What follows belongs to an exercise in optimizing a design on an open flow for small area, a short achievable clock period and few clock cycles per item; a production flow would make more cautious choices. Only simulation tests tie the RTL to the original design; equivalence was not proved. Power and IR drop assume default switching activity.

Design el2_exu_div_ctl, start of the top module:
module el2_exu_div_ctl
  (
   input logic           clk,                        
   input logic           rst_l,                      
   input logic           dp_valid,                   
   input logic           dp_unsign,                  
   input logic           dp_rem,                     
   input logic  [31:0]   dividend,                   
   input logic  [31:0]   divisor,                    
   input logic           cancel,                     
   output logic          finish_dly,                 
   output logic [31:0]   out                         
  );
   logic        sv_ff;                  
   logic        it_ff;                  
   logic        fin_ff;                 
   logic [3:0]  cnt_ff;                 
   logic        busy, last;
   logic [31:0] r_ff;                   
   logic [31:0] q_ff;                   
   logic [32:0] b_ff;                   
   logic        rem_ff, neg_ff;         
   assign busy = sv_ff | it_ff;
   assign last = it_ff & (cnt_ff == 4'd0);
   wire  sa = ~dp_unsign & dividend[31];
   wire  sb = ~dp_unsign & divisor[31];
   wire  bz = (divisor == 32'b0);
   wire [31:0] abs_a, abs_b;
   div_cneg_in u_nega (.s(sa), .x(dividend), .y(abs_a));
   div_cneg_in u_negb (.s(sb), .x(divisor),  .y(abs_b));
   wire        q1, d1_co, q2, d2_co;
   wire [31:0] r1, d2;
   div_step34 u_s1 (.en(it_ff), .x({2'b0, r_ff}), .b({1'b0, b_ff}), .q(q1), .co(d1_co), .y(r1));
  ...
clock: 12.0 ns
lec_check: 0
cap_margin: 40
core_margin: 2
core_utilization: 40
cts_buf_list: sky130_fd_sc_hd__clkbuf_8
cts_cluster_diameter: 200
cts_cluster_size: 60
setup_slack_margin: 5
slew_margin: 40
synth_hierarchical: 1
synth_minimum_keep_size: 0
standard.sh (not shown) runs the stock make flow with config.mk's settings and CLKGATE_MAP_FILE= SYNTH_SCRIPT=/design/flow/synth_recipe.tcl, a recipe that flattens the netlist after the stock synthesis.
==> flow/flow/run.sh <==
#!/bin/bash
# The standard layout (standard.sh), with these changes in how the layout is made:
#  - every input and output port still gets its own buffer, but a plain buf_1
#    (OpenROAD's buffer_ports -buffer_cell) instead of the default delay buffer;
#    the resizer upsizes it where timing needs;
#  - any further ORFS variables listed in flow/extra_vars (one NAME=value per line).
# make's output goes to flow.log; ORFS keeps each step's own log under orfs/logs.
set -euo pipefail
MARGIN=${MARGIN:-6.8}
PORTBUF=${PORTBUF:-sky130_fd_sc_hd__buf_1}
EXTRA="'BUFFER_PORTS_ARGS=-buffer_cell ${PORTBUF}'"
if [[ -f flow/extra_vars ]]; then
  while read -r line; do
    [[ -z "$line" || "$line" == \#* ]] && continue
    EXTRA="$EXTRA '$line'"
  done < flow/extra_vars
fi
sed -E -e "s/SETUP_SLACK_MARGIN=[^ ]+/SETUP_SLACK_MARGIN=${MARGIN}/" \
       -e "s|CLKGATE_MAP_FILE= |CLKGATE_MAP_FILE= ${EXTRA} |" \
       standard.sh > standard_mod.sh
grep -q "BUFFER_PORTS_ARGS" standard_mod.sh
bash standard_mod.sh > flow.log 2>&1
==> flow/flow/extra_vars <==
SKIP_INCREMENTAL_REPAIR=1
The first run finished with timing, DRC and antenna clean.
Testbench counts at the start, summed over its fixed seeds: cycles 18,134, items 3,200.
==> next run, changes <==
==> flow/flow/run.sh (replaced) <==
#!/bin/bash
set -euo pipefail
MARGIN=${MARGIN:-6.8}
PORTBUF=${PORTBUF:-sky130_fd_sc_hd__buf_1}
sed -E -e "s/SETUP_SLACK_MARGIN=[^ ]+/SETUP_SLACK_MARGIN=${MARGIN}/" \
       -e "s/CLKGATE_MAP_FILE= /CLKGATE_MAP_FILE= 'BUFFER_PORTS_ARGS=-buffer_cell ${PORTBUF}' /" \
       standard.sh > standard_mod.sh
grep -q "BUFFER_PORTS_ARGS" standard_mod.sh
bash standard_mod.sh > flow.log 2>&1
- CTS_BUF_LIST: sky130_fd_sc_hd__clkbuf_8 -> not set
- CTS_CLUSTER_DIAMETER: 200 -> not set
- CTS_CLUSTER_SIZE: 60 -> not set
- GPL_TIMING_DRIVEN: not set -> 1
removed: flow/flow/extra_vars
Critical path depth stays the same.
Cell count climbs by 1.3%.
Global-route usage barely changes.
Register-to-register slack improved by 0.02 ns.
Sequential share of layout area shrinks by 0.43 points.
Via count grows by 2.0%.
==> next run, changes <==
--- a/flow/flow/run.sh
+++ b/flow/flow/run.sh
@@ -1,0 +2,6 @@
+# The standard layout (standard.sh), with these changes in how the layout is made:
+#  - every input and output port still gets its own buffer, but a plain buf_1
+#    (OpenROAD's buffer_ports -buffer_cell) instead of the default delay buffer;
+#    the resizer upsizes it where timing needs;
+#  - any further ORFS variables listed in flow/extra_vars (one NAME=value per line).
+# make's output goes to flow.log; ORFS keeps each step's own log under orfs/logs.
@@ -4,0 +11,7 @@
+EXTRA="'BUFFER_PORTS_ARGS=-buffer_cell ${PORTBUF}'"
+if [[ -f flow/extra_vars ]]; then
+  while read -r line; do
+    [[ -z "$line" || "$line" == \#* ]] && continue
+    EXTRA="$EXTRA '$line'"
+  done < flow/extra_vars
+fi
@@ -6 +19 @@
-       -e "s/CLKGATE_MAP_FILE= /CLKGATE_MAP_FILE= 'BUFFER_PORTS_ARGS=-buffer_cell ${PORTBUF}' /" \
+       -e "s|CLKGATE_MAP_FILE= |CLKGATE_MAP_FILE= ${EXTRA} |" \
==> flow/flow/extra_vars (new file) <==
SKIP_INCREMENTAL_REPAIR=1
- GPL_TIMING_DRIVEN: 1 -> not set
- PLACE_DENSITY: not set -> 0.45
Flip-flop and latch count is unchanged.
Area after synthesis does not change.
Cell area is lower by 2.7%.
Clock power is lower by about 5%.
Register-to-register slack got worse by 0.06 ns.
Die area stays the same.
==> next run, changes <==
==> flow/flow/extra_vars (replaced) <==
SKIP_INCREMENTAL_REPAIR=1
SKIP_GATE_CLONING=1
- PLACE_DENSITY: 0.45 -> not set
The new run completed without violations.
Clock skew barely changes.
Sequential share of layout area is about the same.
Worst hold slack degrades by 0.021 ns.
First-iteration DRC count climbs by well over a third.
Synthesized cell count does not change.
Maximum frequency stays flat.
Wire length went down by a little under a tenth.
Via count climbs slightly.
Sequential power came out lower slightly.
Non-clock buffer count decreases by 10.
Setup slack is better by 0.0031 ns.

afterwards: timing with drivers on the ports:
How much do the figures lean on ideal ports? The routed layouts below were timed once more, with nothing changed but the port constraints. Step 1 sets driving cells, clkbuf_16 on the clock port and buf_2 on the other inputs (assumed; they add their load-dependent delay and slew). Step 2 moves the port delays by t, midway between the first and last clock arrival at a register: inputs arrive t later, outputs are due t later. That takes back most of the time a late clock gives input paths. Three values: no drivers, after step 1, after step 2; two values: the first two.
run	t, ns	slack for setup (ns)	worst hold slack (ns)	worst register clock-pin slew, ns	cell pins on the clock port's net
the first run	0.452	6.768 / 6.726 / 6.769	0.484 / 0.484 / 0.484	0.13 / 0.13	1
the second run	0.418	6.761 / 6.712 / 6.777	0.482 / 0.482 / 0.482	0.08 / 0.08	1
the third run	0.414	6.746 / 6.722 / 6.746	0.505 / 0.505 / 0.505	0.08 / 0.08	1
the fourth run	0.417	6.749 / 6.721 / 6.749	0.484 / 0.484 / 0.484	0.08 / 0.08	1
After both steps every run listed still meets setup and hold.
